This design comes from an exercise in tuning for small area and a short achievable clock period on the open sky130 flow, not from production work. The RTL was checked by simulation tests, not by an equivalence proof against the original design. No activity file was given, so power comes from the tool's default toggle rates.

<file path="design/flow/design.v">
module mxu_pe_mac_lo (
    input wire [7:0] w,
    input wire one0, two0, neg0,
    input wire one1, two1, neg1,
    input wire [12:0] ps,
    output wire [12:0] lo,
    output wire t
);
  wire [8:0] pp0;
  assign pp0[0] = (one0 & w[0]) ^ neg0;
  assign pp0[1] = ((one0 & w[1]) | (two0 & w[0])) ^ neg0;
  assign pp0[2] = ((one0 & w[2]) | (two0 & w[1])) ^ neg0;
  assign pp0[3] = ((one0 & w[3]) | (two0 & w[2])) ^ neg0;
  assign pp0[4] = ((one0 & w[4]) | (two0 & w[3])) ^ neg0;
  assign pp0[5] = ((one0 & w[5]) | (two0 & w[4])) ^ neg0;
  assign pp0[6] = ((one0 & w[6]) | (two0 & w[5])) ^ neg0;
  assign pp0[7] = ((one0 & w[7]) | (two0 & w[6])) ^ neg0;
  assign pp0[8] = ((one0 & w[7]) | (two0 & w[7])) ^ neg0;
  wire [8:0] pp1;
  assign pp1[0] = (one1 & w[0]) ^ neg1;
  assign pp1[1] = ((one1 & w[1]) | (two1 & w[0])) ^ neg1;
  assign pp1[2] = ((one1 & w[2]) | (two1 & w[1])) ^ neg1;
  assign pp1[3] = ((one1 & w[3]) | (two1 & w[2])) ^ neg1;
  assign pp1[4] = ((one1 & w[4]) | (two1 & w[3])) ^ neg1;
  assign pp1[5] = ((one1 & w[5]) | (two1 & w[4])) ^ neg1;
  assign pp1[6] = ((one1 & w[6]) | (two1 & w[5])) ^ neg1;
  assign pp1[7] = ((one1 & w[7]) | (two1 & w[6])) ^ neg1;
  assign pp1[8] = ((one1 & w[7]) | (two1 & w[7])) ^ neg1;
  wire ls1 = ps[2] ^ neg1 ^ pp0[2];
  wire lc2 = (ps[2] & neg1) | (ps[2] & pp0[2]) | (neg1 & pp0[2]);
  wire ls3 = ps[3] ^ pp0[3] ^ pp1[1];
  wire lc4 = (ps[3] & pp0[3]) | (ps[3] & pp1[1]) | (pp0[3] & pp1[1]);
  wire ls5 = ps[4] ^ pp0[4] ^ pp1[2];
  wire lc6 = (ps[4] & pp0[4]) | (ps[4] & pp1[2]) | (pp0[4] & pp1[2]);
  wire ls7 = ps[5] ^ pp0[5] ^ pp1[3];
  wire lc8 = (ps[5] & pp0[5]) | (ps[5] & pp1[3]) | (pp0[5] & pp1[3]);
  wire ls9 = ps[6] ^ pp0[6] ^ pp1[4];
  wire lc10 = (ps[6] & pp0[6]) | (ps[6] & pp1[4]) | (pp0[6] & pp1[4]);
  wire ls11 = ps[7] ^ pp0[7] ^ pp1[5];
  wire lc12 = (ps[7] & pp0[7]) | (ps[7] & pp1[5]) | (pp0[7] & pp1[5]);
  wire ls13 = ~ps[8] ^ ~pp0[8] ^ pp1[6];
  wire lc14 = (~ps[8] & ~pp0[8]) | (~ps[8] & pp1[6]) | (~pp0[8] & pp1[6]);
  wire ls15 = ~ps[9] ^ pp1[7] ^ ps[8];
  wire lc16 = (~ps[9] & pp1[7]) | (~ps[9] & ps[8]) | (pp1[7] & ps[8]);
  wire ls17 = ps[10] ^ ~pp1[8] ^ ps[9];
  wire lc18 = (ps[10] & ~pp1[8]) | (ps[10] & ps[9]) | (~pp1[8] & ps[9]);
  wire [13:0] ra = {1'b0, ps[12], ~ps[11], ls17, ls15, ls13, ls11, ls9, ls7, ls5, ls3, ls1, ps[1], ps[0]};
  wire [13:0] rb = {1'b0, ps[11], lc18, lc16, lc14, lc12, lc10, lc8, lc6, lc4, lc2, pp1[0], pp0[1], pp0[0]};
  wire [13:0] sum = ra + rb + {13'b0, neg0};
  assign lo = sum[12:0];
  assign t = sum[13];
endmodule
module mxu_pe_mac_hi (
    input wire [7:0] w,
    input wire one2, two2, neg2,
    input wire one3, two3, neg3,
    input wire [23:0] x,
    input wire t,
    output wire [23:0] result
);
  wire [8:0] pp2;
  assign pp2[0] = (one2 & w[0]) ^ neg2;
  assign pp2[1] = ((one2 & w[1]) | (two2 & w[0])) ^ neg2;
  assign pp2[2] = ((one2 & w[2]) | (two2 & w[1])) ^ neg2;
  assign pp2[3] = ((one2 & w[3]) | (two2 & w[2])) ^ neg2;
  assign pp2[4] = ((one2 & w[4]) | (two2 & w[3])) ^ neg2;
  assign pp2[5] = ((one2 & w[5]) | (two2 & w[4])) ^ neg2;
  assign pp2[6] = ((one2 & w[6]) | (two2 & w[5])) ^ neg2;
  assign pp2[7] = ((one2 & w[7]) | (two2 & w[6])) ^ neg2;
  assign pp2[8] = ((one2 & w[7]) | (two2 & w[7])) ^ neg2;
  wire [8:0] pp3;
  assign pp3[0] = (one3 & w[0]) ^ neg3;
  assign pp3[1] = ((one3 & w[1]) | (two3 & w[0])) ^ neg3;
  assign pp3[2] = ((one3 & w[2]) | (two3 & w[1])) ^ neg3;
  assign pp3[3] = ((one3 & w[3]) | (two3 & w[2])) ^ neg3;
  assign pp3[4] = ((one3 & w[4]) | (two3 & w[3])) ^ neg3;
  assign pp3[5] = ((one3 & w[5]) | (two3 & w[4])) ^ neg3;
  assign pp3[6] = ((one3 & w[6]) | (two3 & w[5])) ^ neg3;
  assign pp3[7] = ((one3 & w[7]) | (two3 & w[6])) ^ neg3;
  assign pp3[8] = ((one3 & w[7]) | (two3 & w[7])) ^ neg3;
  wire hs1 = x[6] ^ neg3 ^ pp2[2];
  wire hc2 = (x[6] & neg3) | (x[6] & pp2[2]) | (neg3 & pp2[2]);
  wire hs3 = x[7] ^ pp2[3] ^ pp3[1];
  wire hc4 = (x[7] & pp2[3]) | (x[7] & pp3[1]) | (pp2[3] & pp3[1]);
  wire hs5 = x[8] ^ pp2[4] ^ pp3[2];
  wire hc6 = (x[8] & pp2[4]) | (x[8] & pp3[2]) | (pp2[4] & pp3[2]);
  wire hs7 = x[9] ^ pp2[5] ^ pp3[3];
  wire hc8 = (x[9] & pp2[5]) | (x[9] & pp3[3]) | (pp2[5] & pp3[3]);
  wire hs9 = x[10] ^ pp2[6] ^ pp3[4];
  wire hc10 = (x[10] & pp2[6]) | (x[10] & pp3[4]) | (pp2[6] & pp3[4]);
  wire hs11 = x[11] ^ pp2[7] ^ pp3[5];
  wire hc12 = (x[11] & pp2[7]) | (x[11] & pp3[5]) | (pp2[7] & pp3[5]);
  wire hs13 = x[12] ^ ~pp2[8] ^ pp3[6];
  wire hc14 = (x[12] & ~pp2[8]) | (x[12] & pp3[6]) | (~pp2[8] & pp3[6]);
  wire hs15 = ~x[13] ^ t ^ pp3[7];
  wire hc16 = (~x[13] & t) | (~x[13] & pp3[7]) | (t & pp3[7]);
  wire hs17 = x[14] ^ ~pp3[8] ^ x[13];
  wire hc18 = (x[14] & ~pp3[8]) | (x[14] & x[13]) | (~pp3[8] & x[13]);
  wire [19:0] ra = {~x[23], ~x[22], ~x[21], ~x[20], ~x[19], ~x[18], ~x[17], ~x[16], ~x[15], hs17, hs15, hs13, hs11, hs9, hs7, hs5, hs3, hs1, x[5], x[4]};
  wire [19:0] rb = {x[22], x[21], x[20], x[19], x[18], x[17], x[16], x[15], hc18, hc16, hc14, hc12, hc10, hc8, hc6, hc4, hc2, pp3[0], pp2[1], pp2[0]};
  wire [19:0] sum = ra + rb + {19'b0, neg2};
  assign result = {sum, x[3:0]};
endmodule
module mxu_pe #(
    parameter Y_INDEX = 0   
) (
    input wire clk,
    input wire rst_n,
    input wire load_phase,
    input wire [7:0] load_weight_target_y,
    input wire [7:0] load_weight,
    input wire [7:0] activation,
    input wire [23:0] partial_sum,
    output reg [23:0] result,
    output reg phase_out,
    output reg [7:0] load_weight_target_y_out,
    output reg [7:0] weight_out,
    output reg [7:0] activation_out_bw
);
  reg ld1, ld2;
  reg [7:0] ty1, ty2;
  reg [7:0] lw1, lw2;
  reg [7:0] act1, act2, act3, act4;
  reg two0_1, one1_1, two1_1;   
  reg one2_2, two2_2, one3_2, two3_2;   
  reg [23:0] ps1;
  reg [23:0] mac2;
  reg mac2_t;
  reg [7:0] w_cur, w_old, w_nx1, w_nx2;
  wire hit2 = ld2 && (ty2 == Y_INDEX);
  wire [12:0] lo1;
  wire t1;
  wire [23:0] x2 = {mac2[23:13], ~mac2[12], mac2[11:0]};
  wire [23:0] sum2;
  mxu_pe_mac_lo mac_lo (
      .w(w_cur),
      .one0(act1[0]),
      .two0(two0_1),
      .neg0(act1[1]),
      .one1(one1_1),
      .two1(two1_1),
      .neg1(act1[3]),
      .ps(ps1[12:0]),
      .lo(lo1),
      .t(t1)
  );
  mxu_pe_mac_hi mac_hi (
      .w(w_old),
      .one2(one2_2),
      .two2(two2_2),
      .neg2(act2[5]),
      .one3(one3_2),
      .two3(two3_2),
      .neg3(act2[7]),
      .x(x2),
      .t(mac2_t),
      .result(sum2)
  );
  always @(posedge clk or negedge rst_n) begin
    if (!rst_n) begin
      ld1 <= 1'b0;
      ty1 <= 8'b0;
      lw1 <= 8'b0;
      ld2 <= 1'b0;
      ty2 <= 8'b0;
      lw2 <= 8'b0;
      phase_out <= 1'b0;
      load_weight_target_y_out <= 8'b0;
      weight_out <= 8'b0;
      act1 <= 8'b0;
      act2 <= 8'b0;
      act3 <= 8'b0;
      act4 <= 8'b0;
      activation_out_bw <= 8'b0;
      two0_1 <= 1'b0;
      one1_1 <= 1'b0;
      two1_1 <= 1'b0;
      one2_2 <= 1'b0;
      two2_2 <= 1'b0;
      one3_2 <= 1'b0;
      two3_2 <= 1'b0;
      ps1 <= 24'b0;
      mac2 <= 24'b0;
      mac2_t <= 1'b0;
      result <= 24'b0;
      w_cur <= 8'b0;
      w_old <= 8'b0;
      w_nx1 <= 8'b0;
      w_nx2 <= 8'b0;
    end else begin
      ld1 <= load_phase;
      ty1 <= load_weight_target_y;
      lw1 <= load_weight;
      ld2 <= ld1;
      ty2 <= ty1;
      lw2 <= lw1;
      phase_out <= ld2;
      load_weight_target_y_out <= ty2;
      weight_out <= lw2;
      act1 <= activation;
      act2 <= act1;
      act3 <= act2;
      act4 <= act3;
      activation_out_bw <= act4;
      two0_1 <= activation[1] & ~activation[0];
      one1_1 <= activation[2] ^ activation[1];
      two1_1 <= (activation[3] ^ activation[2]) & ~(activation[2] ^ activation[1]);
      one2_2 <= act1[4] ^ act1[3];
      two2_2 <= (act1[5] ^ act1[4]) & ~(act1[4] ^ act1[3]);
      one3_2 <= act1[6] ^ act1[5];
      two3_2 <= (act1[7] ^ act1[6]) & ~(act1[6] ^ act1[5]);
      ps1 <= partial_sum;
      mac2 <= {ps1[23:13], ~lo1[12], lo1[11:0]};
      mac2_t <= t1;
      result <= sum2;
      w_nx2 <= hit2 ? lw2 : w_old;
      w_nx1 <= w_nx2;
      w_cur <= w_nx1;
      w_old <= w_cur;
    end
  end
endmodule
</file>
<file path="design/flow/run.sh">
#!/bin/bash
# synth_recipe.tcl (not shown) runs the flow's synth.tcl, then flattens the netlist and writes it again
# the make line also repeats each setting of config.mk as NAME=value (left out here)
make -C /OpenROAD-flow-scripts/flow DESIGN_CONFIG=/design/flow/config.mk WORK_HOME=/design/flow/orfs CLKGATE_MAP_FILE= SYNTH_SCRIPT=/design/flow/synth_recipe.tcl finish
</file>
<file path="design/flow/config.mk">
export PLATFORM = sky130hd
export DESIGN_NAME = mxu_pe
export DESIGN_NICKNAME = mxu_pe
export VERILOG_FILES = /design/flow/design.v
export SDC_FILE = /design/flow/constraint.sdc
export NUM_CORES = 4
export LEC_CHECK = 0
export CAP_MARGIN = 20
export CORE_MARGIN = 2
export CORE_UTILIZATION = 60
export SETUP_SLACK_MARGIN = 4.0
export SLEW_MARGIN = 20
</file>
<file path="design/flow/constraint.sdc">
create_clock -name core_clock -period 6.2 [get_ports {clk}]
set_input_delay 1.2400 -clock core_clock [delete_from_list [all_inputs] [get_ports {clk}]]
set_output_delay 1.2400 -clock core_clock [all_outputs]
set_load 0.01 [all_outputs]
</file>
==> qor.yml, run 1 <==
global_route:
  grtUsageMet1_pct: 30.77
  grt_pass1_vias: 5191
  grt_pass1_wl_mm: 26.10
  grtUsageMet2_pct: 40.16
  overflow: 0
  busiest_layer: "met2"
  grtUsageMet3_pct: 4.071
  gr-usage-all-layers_pct: 23.35
  antenna_found_initial: 0
  grt_max_degree: 80
die:
  ios: 100
  fp.coreArea_um2: 12770
  num_rows: 41
  dieArea_um2: 14130
  start_util_pct: 62.00
  die_width_um: 118.9
  fp.dieH_um: 118.9
worst_setup_path:
  arrival_ns: 3.64
  r2r-start: "one2_2"
  r2r-end: "result[16]"
  start_kind: "register"
  crit_fanout: 6
  r2r_slack_ns: 2.93
  cp-end-kind: "register"
  crit_required_ns: 6.57
  critical_path_class: "register to register"
  worstRegToRegCells: 14
drt:
  wire_per_inst_um: 17.44
  dr.pass1.iters: 4
  drc: 0
  first_iter_violations: 244
  post_drt_via_cell_ratio: 5.245
  ant_nets: 0
  wl_mm: 15.96
  vias: 4799
final_layout:
  reg_top3: "mac2 (24), ps1 (24), result (24)"
  area.growth.synth_to_final_pct: 30.93
  multi_input_area_um2: 2975
  drive_above_1_share_pct: 31.22
  layout_commonest_cell: "dfrtp_1"
  final_cell_mix: "190 x dfrtp_1, 54 x inv_1, 49 x clkdlybuf4s50_1"
  nets: 829
  utilization_pct: 81.18
  diodes: 0
  final_cells: 915
  regArea_um2: 5096
  fillers: 689
logic_synthesis:
  ys_seq_elements: 203
  async_flop_share_pct: 100.0
  yosysSeqAreaShare_pct: 64.14
  syn_avg_cell_area_um2: 13.70
  synth_cell_types: 51
  ys_top_cells_by_area: "dfrtp_1 64%, fa_1 5.1%, ha_1 4.7%, xnor2_1 4.5%, inv_1 2.9%"
  ys.flop_type: "dfrtp_1"
  post-synth-top-area-fraction_pct: 64.14
  yosysTopAreaCell: "dfrtp_1"
  synth_nets: 679
  syn_inst: 578
  netlist_area_um2: 7920
  synth_edf_count: 0
  yosysWarningCount: 1
clock_tree:
  clock_path_buffers: 3
  ctsRootBufferMaster: "clkbuf_16"
  cts_buffers: 21
  cts.sink_count: 203
  cts_tree: "done"
  h-tree-depth: 1
  clk_pin_slew_ns: 0.06
  worst_skew_pair.late_latency_ns: 0.49
sta:
  min_period_ns: 3.270
  worstMarginPinSlew_ns: 0.6126
  fin_crit_sh_pct: 52.74
  slew_violations: 0
  fmax_mhz: 305.8
  maxSlewHeadroom_pct: 59.16
  hold_viol_final: 0
  setup_viol: 0
  final.setup_skew_ns: 0.01827
  setup_tns_ns: 0
  rsz0062_at_grt: "yes"
  worst_slack_ns: 2.930
  whs_ns: 0.3382
hold_path:
  hold_depth: 0
  min_delay_worst_endpoint: "ty2[2]"
  min_path_type: "register to register"
  hp-start: "ty1[2]"
placement:
  io_buffers: 99
  dpl_worst_slack_ns: 2.883
  hpwl_mm: 9.774
  gp_congestion: 0.9060
  dp.cells: 838
flow_run:
  maxCapViolCount: 0
pwr:
  powerDensity_nw_per_um2: 379.9
  ir_worst_vdd_uv: 283.3
  power_leakage_nw: 4.766
run_status:
  status: "complete, no violations"
## how the worst max path moves through the flow
| stage | start | end | slack [ns] | cells past startpoint |
|---|---|---|---|---|
| 5_1_grt | one2_2 | result[22] | 2.78 | 12 |
| 6_report | one2_2 | result[16] | 2.93 | 14 |
| 3_3_place_gp | one2_2 | result[22] | 2.97 | 12 |
| 3_5_place_dp | one2_2 | result[22] | 2.88 | 12 |
| 4_1_cts | one2_2 | result[22] | 2.97 | 12 |
| 2_1_floorplan | one2_2 | result[22] | 3.13 | 13 |
## stage by stage
stage / instance area (um2) / total power, W
global placement: 9301 / 0.002514
finish: 10370 / 0.003939
detailed placement: 9301 / 0.002547
global route: 10370 / 0.004147
CTS: 10170 / 0.003873
floorplan: 8155 / 0.002222
## critical path, cell delays in order (launching register included)
cell     delay, ns
dfrtp_2       0.46
a22oi_2       0.20
xor2_1        0.22
fa_1          0.46
inv_2         0.09
ha_4          0.20
a21o_1        0.17
or3_4         0.33
o221a_4       0.24
buf_4         0.14
buf_6         0.11
o21a_1        0.18
o21ai_2       0.14
a21oi_2       0.08
xor2_1        0.14
## metal layers
metal | vias to the layer above | share of wire (%) | wire, um
met5 | - | 0 | 0
met1 | 2396 | 41 | 6560
met2 | 157 | 52 | 8220
met3 | 38 | 5.2 | 828
li1 | 2208 | - | -
met4 | 0 | 2.2 | 351
## Yosys cell counts (2+ instances only)
cell type,count
a31oi_1,2
clkbuf_1,10
xor2_1,26
xnor2_1,41
ha_1,30
o22ai_1,2
a21oi_1,22
and3_1,3
a21o_1,13
dfrtp_1,203
o21a_1,2
a211o_1,2
o21bai_1,5
nor3_1,2
or3_1,2
a21boi_0,2
inv_1,62
nand2_1,21
o21ai_1,3
o21ai_0,13
nand3_1,3
buf_2,2
mux2_2,9
nor2b_1,5
nand4_1,2
fa_1,20
nor2_1,20
a22oi_1,28
## kinds of logic after synthesis
| group | after synthesis | share of synthesized area, % |
|---|---|---|
| AO/OA/AOI/OAI | 107 | 9.542 |
| XOR/XNOR | 67 | 7.409 |
| adder cells (fa/ha/maj) | 50 | 9.795 |
| buffers and inverters | 76 | 3.681 |
| flip-flops | 203 | 64.14 |
| multiplexers | 9 | 1.280 |
| AND/OR/NAND/NOR | 66 | 4.155 |
## power by group
part | internal, W | switching [W] | leakage [nW]
clock network | 0.000728 | 0.000499 | 0.340
logic | 0.000589 | 0.000588 | 2.00
registers | 0.00147 | 0.0000636 | 2.43
## final cells by class
cell class	instances	area share [%]
flip-flops and latches	203	49.14
multi-input cells	299	28.69
repair buffers	140	11.16
clock buffers	28	5.804
inverters	63	2.280
well taps	172	2.075
clock inverters	10	0.8446
## what timing repair did
| action | in CTS | in global routing |
|---|---|---|
| endpoints found under the setup margin | 77 | 200 |
| pin swaps | 34 | 28 |
| hold buffers | 0 | 0 |
| buffers inserted | 31 | 8 |
| gates resized for setup | 246 | 32 |
==> run 2, diff against run 1 <==
==> design/flow/flow/run.sh (new file) <==
#!/bin/bash
# Standard ORFS layout with smaller port buffers and a clock tree without dummy loads.
set -euo pipefail
export BUFFER_PORTS_ARGS="-buffer_cell sky130_fd_sc_hd__buf_1"
export CTS_ARGS="-sink_clustering_enable -repair_clock_nets -dont_use_dummy_load -buf_list sky130_fd_sc_hd__clkbuf_8"
bash standard.sh > standard_flow.log 2>&1
==> design/flow/standard.sh (new file) <==
#!/bin/bash
# synth_recipe.tcl (not shown) runs the flow's synth.tcl, then flattens the netlist and writes it again
# the make line also repeats each setting of config.mk as NAME=value (left out here)
make -C /OpenROAD-flow-scripts/flow DESIGN_CONFIG=/design/flow/config.mk WORK_HOME=/design/flow/orfs CLKGATE_MAP_FILE= SYNTH_SCRIPT=/design/flow/synth_recipe.tcl "${@:-finish}"
removed: design/flow/run.sh
==> run 2 against run 1 <==
  * Still clean on timing, DRC and antenna
  * Largest power group unchanged
  * Global-route usage down 2.5 points
  * Sequential share of layout area up 4.1 points
  * Final cell count decreased by 2.3%
  * Combinational power decreased by 13%
  * Synthesized area unchanged
  * Flip-flop and latch count did not move
  * Register-to-register slack improved by 0.04 ns
  * Clock skew grew 0.012 ns
  * Clock power down 26%
  * Utilization fell by 6.2 points
  * Clock-buffer cell count increased by 6
==> qor.yml, run 2 <==
sta:
  slew_violations: 0  # unchanged
  min_period_ns: 3.234  # -0.03665 ns
  hold_viol_final: 0  # unchanged
  rsz0062_at_grt: "yes"
  fin_crit_sh_pct: 52.15  # -0.59 points
  worstMarginPinSlew_ns: 0.6731  # +0.06046 ns
  maxSlewHeadroom_pct: 55.13  # -4.0 points
  fmax_mhz: 309.3  # +1.1%
  setup_tns_ns: 0  # unchanged
  final.setup_skew_ns: 0.03065  # +0.01239 ns
  setup_viol: 0  # unchanged
worst_setup_path:
  r2r-end: "result[22]"
  crit_slowest_cell: "dfrtp_2"
  worstRegToRegCells: 12  # -2
  r2r_slack_ns: 2.97  # +0.04 ns
  r2r-start: "one3_2"
  max_stage_delay_ns: 0.46  # about the same
  crit_required_ns: 6.59  # +0.02 ns
  endpoint: "result[22]"
  startpoint: "one3_2"
  start_kind: "register"
  critical_path_class: "register to register"
  arrival_ns: 3.62  # -0.02 ns
  crit_fanout: 9  # +3
  path_cells: "a22oi_2, xor2_1, fa_1, inv_2, ha_4, a21o_1, or3_1, o221a_4, nor4b_4, o21ai_2, o41ai_2, xnor2_1"
  cp-end-kind: "register"
logic_synthesis:
  yosysWarningCount: 1  # unchanged
  syn_inst: 578  # unchanged
  muxShareOfSynthArea_pct: 1.280  # unchanged
  post-synth-top-area-fraction_pct: 64.14  # unchanged
  netlist_area_um2: 7920  # unchanged
  synth_nets: 679  # unchanged
  synth_cell_types: 51  # unchanged
  syn_avg_cell_area_um2: 13.70  # unchanged
  synth.most_common_cell: "dfrtp_1"
  synth_xor_area_share_pct: 7.409  # unchanged
  ys_top_cells_by_count: "203 x dfrtp_1, 62 x inv_1, 41 x xnor2_1"
  synth_compound_area_share_pct: 9.542  # unchanged
  ys_seq_elements: 203  # unchanged
  async_flop_share_pct: 100.0  # unchanged
  yosysTopAreaCell: "dfrtp_1"
  synth_top_family_by_area: "adder cells"
  ys_top_cells_by_area: "dfrtp_1 64%, fa_1 5.1%, ha_1 4.7%, xnor2_1 4.5%, inv_1 2.9%"
  ys.flop_type: "dfrtp_1"
  synth_adder_area_share_pct: 9.795  # unchanged
  synth-simple-area-share_pct: 4.155  # unchanged
  synth_edf_count: 0  # unchanged
  yosysSeqAreaShare_pct: 64.14  # unchanged
clock_tree:
  ctsRootBufferMaster: "clkbuf_8"
  hold_buffers: 0  # unchanged
  clk_pin_slew_ns: 0.06  # about the same
  h-tree-depth: 2  # +1
  cts_buffers: 34  # +62%
  cts.sink_count: 203  # unchanged
  cts_tree: "done"
  worst_skew_pair.late_latency_ns: 0.50  # about the same
  clock_path_buffers: 3  # unchanged
drt:
  post_drt_via_cell_ratio: 5.152  # -1.8%
  drc: 0  # unchanged
  first_iter_violations: 135  # -45%
  ant_nets: 0  # unchanged
  dr.pass1.iters: 4  # unchanged
  vias: 4606  # -4.0%
  wire_per_inst_um: 15.44  # -11%
  wl_mm: 13.80  # -14%
placement:
  gp_congestion: 0.8584  # -5.3%
  hpwl_mm: 9.572  # -2.1%
  io_buffers: 99  # unchanged
die:
  dieArea_um2: 14130  # unchanged
  num_rows: 41  # unchanged
  start_util_pct: 62.00  # unchanged
  fp.coreArea_um2: 12770  # unchanged
  fp.dieH_um: 118.9  # unchanged
  die_width_um: 118.9  # unchanged
  ios: 100  # unchanged
final_layout:
  fillers: 839  # +22%
  diodes: 0  # unchanged
  drive_above_1_share_pct: 26.32  # -4.9 points
  area.growth.synth_to_final_pct: 20.87
  final_cell_mix: "191 x dfrtp_1, 59 x buf_1, 56 x inv_1"
  reg_top3: "mac2 (24), ps1 (24), result (24)"
  nets: 825  # -0.48%
  layout_commonest_cell: "dfrtp_1"
global_route:
  grt_pass1_vias: 4969  # -4.3%
  antenna_found_initial: 0  # unchanged
  grt_max_degree: 125  # +56%
  overflow: 0  # unchanged
  grt_pass1_wl_mm: 23.09  # -12%
  gr-usage-all-layers_pct: 20.81  # -2.5 points
run_status:
  status: "complete, no violations"
hold_path:
  min_path_type: "register to register"
  hp-start: "ty1[7]"
flow_run:
  maxCapViolCount: 0  # unchanged
pwr:
  ir_worst_vdd_uv: 256.5  # -9.5%
  power_leakage_nw: 4.400  # -7.7%
  total_power_w: 0.003485  # -12%
  powerDensity_nw_per_um2: 364.1  # -4.2%
## run 2: cell families (layout without fill, tap and decap cells)
family	after synthesis	in the layout
xor+xnor	67	67
simple gates	66	66
compound gates	107	107
buf+inv	76	220
flops	203	203
mux	9	9
fa+ha+maj	50	50
## run 2: worst min-delay path by stage
stage / depth (start not counted) / to
global placement: 0 / act4[6]
detailed placement: 0 / act4[0]
global route: 0 / w_cur[4]
finish: 0 / ty2[7]
floorplan: 0 / act2[2]
CTS: 0 / w_cur[3]
## run 2: timing repair
action	4_1_cts	5_1_grt
buffers inserted	19	4
gates resized for setup	28	62
endpoints found under the setup margin	77	193
pin swaps	23	27
## run 2: layout make-up
type                            instances  area [um2]  area share [%]
Sequential cell                       203        5095           53.22
Multi-Input combinational cell        299        2923           30.53
Timing Repair Buffer                  123       635.6           6.640
Clock buffer                           34       467.9           4.888
Inverter                               63       236.5           2.470
Tap cell                              172       215.2           2.248
## run 2: worst max-delay path, delay by kind of cell (launching register included)
family | cells | cell delay, ns
AO/OA/AOI/OAI | 5 | 0.99
flip-flops | 1 | 0.46
buffers and inverters | 1 | 0.08
XOR/XNOR | 2 | 0.35
AND/OR/NAND/NOR | 2 | 0.62
adder cells (fa/ha/maj) | 2 | 0.64
## run 2: routing by layer
| metal | GRT usage, % | wire length (um) | up-vias |
|---|---|---|---|
| met5 | 0 | 0 | - |
| met4 | 7.887 | 287 | 0 |
| met3 | 4.981 | 667 | 23 |
| met2 | 35.02 | 6939 | 107 |
| met1 | 26.36 | 5908 | 2288 |
| li1 | - | - | 2188 |
## run 2: per-stage QoR
stage               instance area (um2)  cells  hold slack (ns)  utilization (%)  worst slack [ns]
global route                       9573    894           0.3467            74.94             2.809
detailed placement                 8687    837           0.3347            68.01             2.879
CTS                                9388    890           0.3385            73.49             2.948
finish                             9573    894           0.3363            74.94             2.966
floorplan                          8155    578           0.3312                -             3.128
global placement                   8687    837           0.3312            68.01             2.950
## run 2: report_power, final
part / internal [W] / switching [W]
clock network: 0.000484 / 0.000430
registers: 0.00147 / 0.0000657
logic: 0.000495 / 0.000536
total: 0.00245 / 0.00103

[afterwards: timing with drivers on the ports]
In the flow no input, the clock included, has a driving cell. The finished layouts below were timed again as built, in two steps.
Step 1 (the two cells are an assumption about what drives the block):
set clk [get_ports {clk}]
set_driving_cell -lib_cell sky130_fd_sc_hd__clkbuf_16 $clk
set_driving_cell -lib_cell sky130_fd_sc_hd__buf_2 [delete_from_list [all_inputs] $clk]
Step 2 adds t to the input delays and takes it off the output delays; t is the mean of the earliest and latest rising clock arrival at the registers after step 1. Input paths then give back, and output paths get back, about the clock's delay inside the block.
Slacks: ideal / step 1 / step 2; pairs: ideal / step 1.
run | t (ns) | setup WS [ns] | worst setup path after step 2 | slew at the worst register clock pin (ns)
run 1 | 0.520 | 2.930 / 2.930 / 2.930 | register to register | 0.07 / 0.07
run 2 | 0.518 | 2.966 / 2.966 / 2.966 | register to register | 0.06 / 0.06
After both steps every run listed still meets setup and hold.
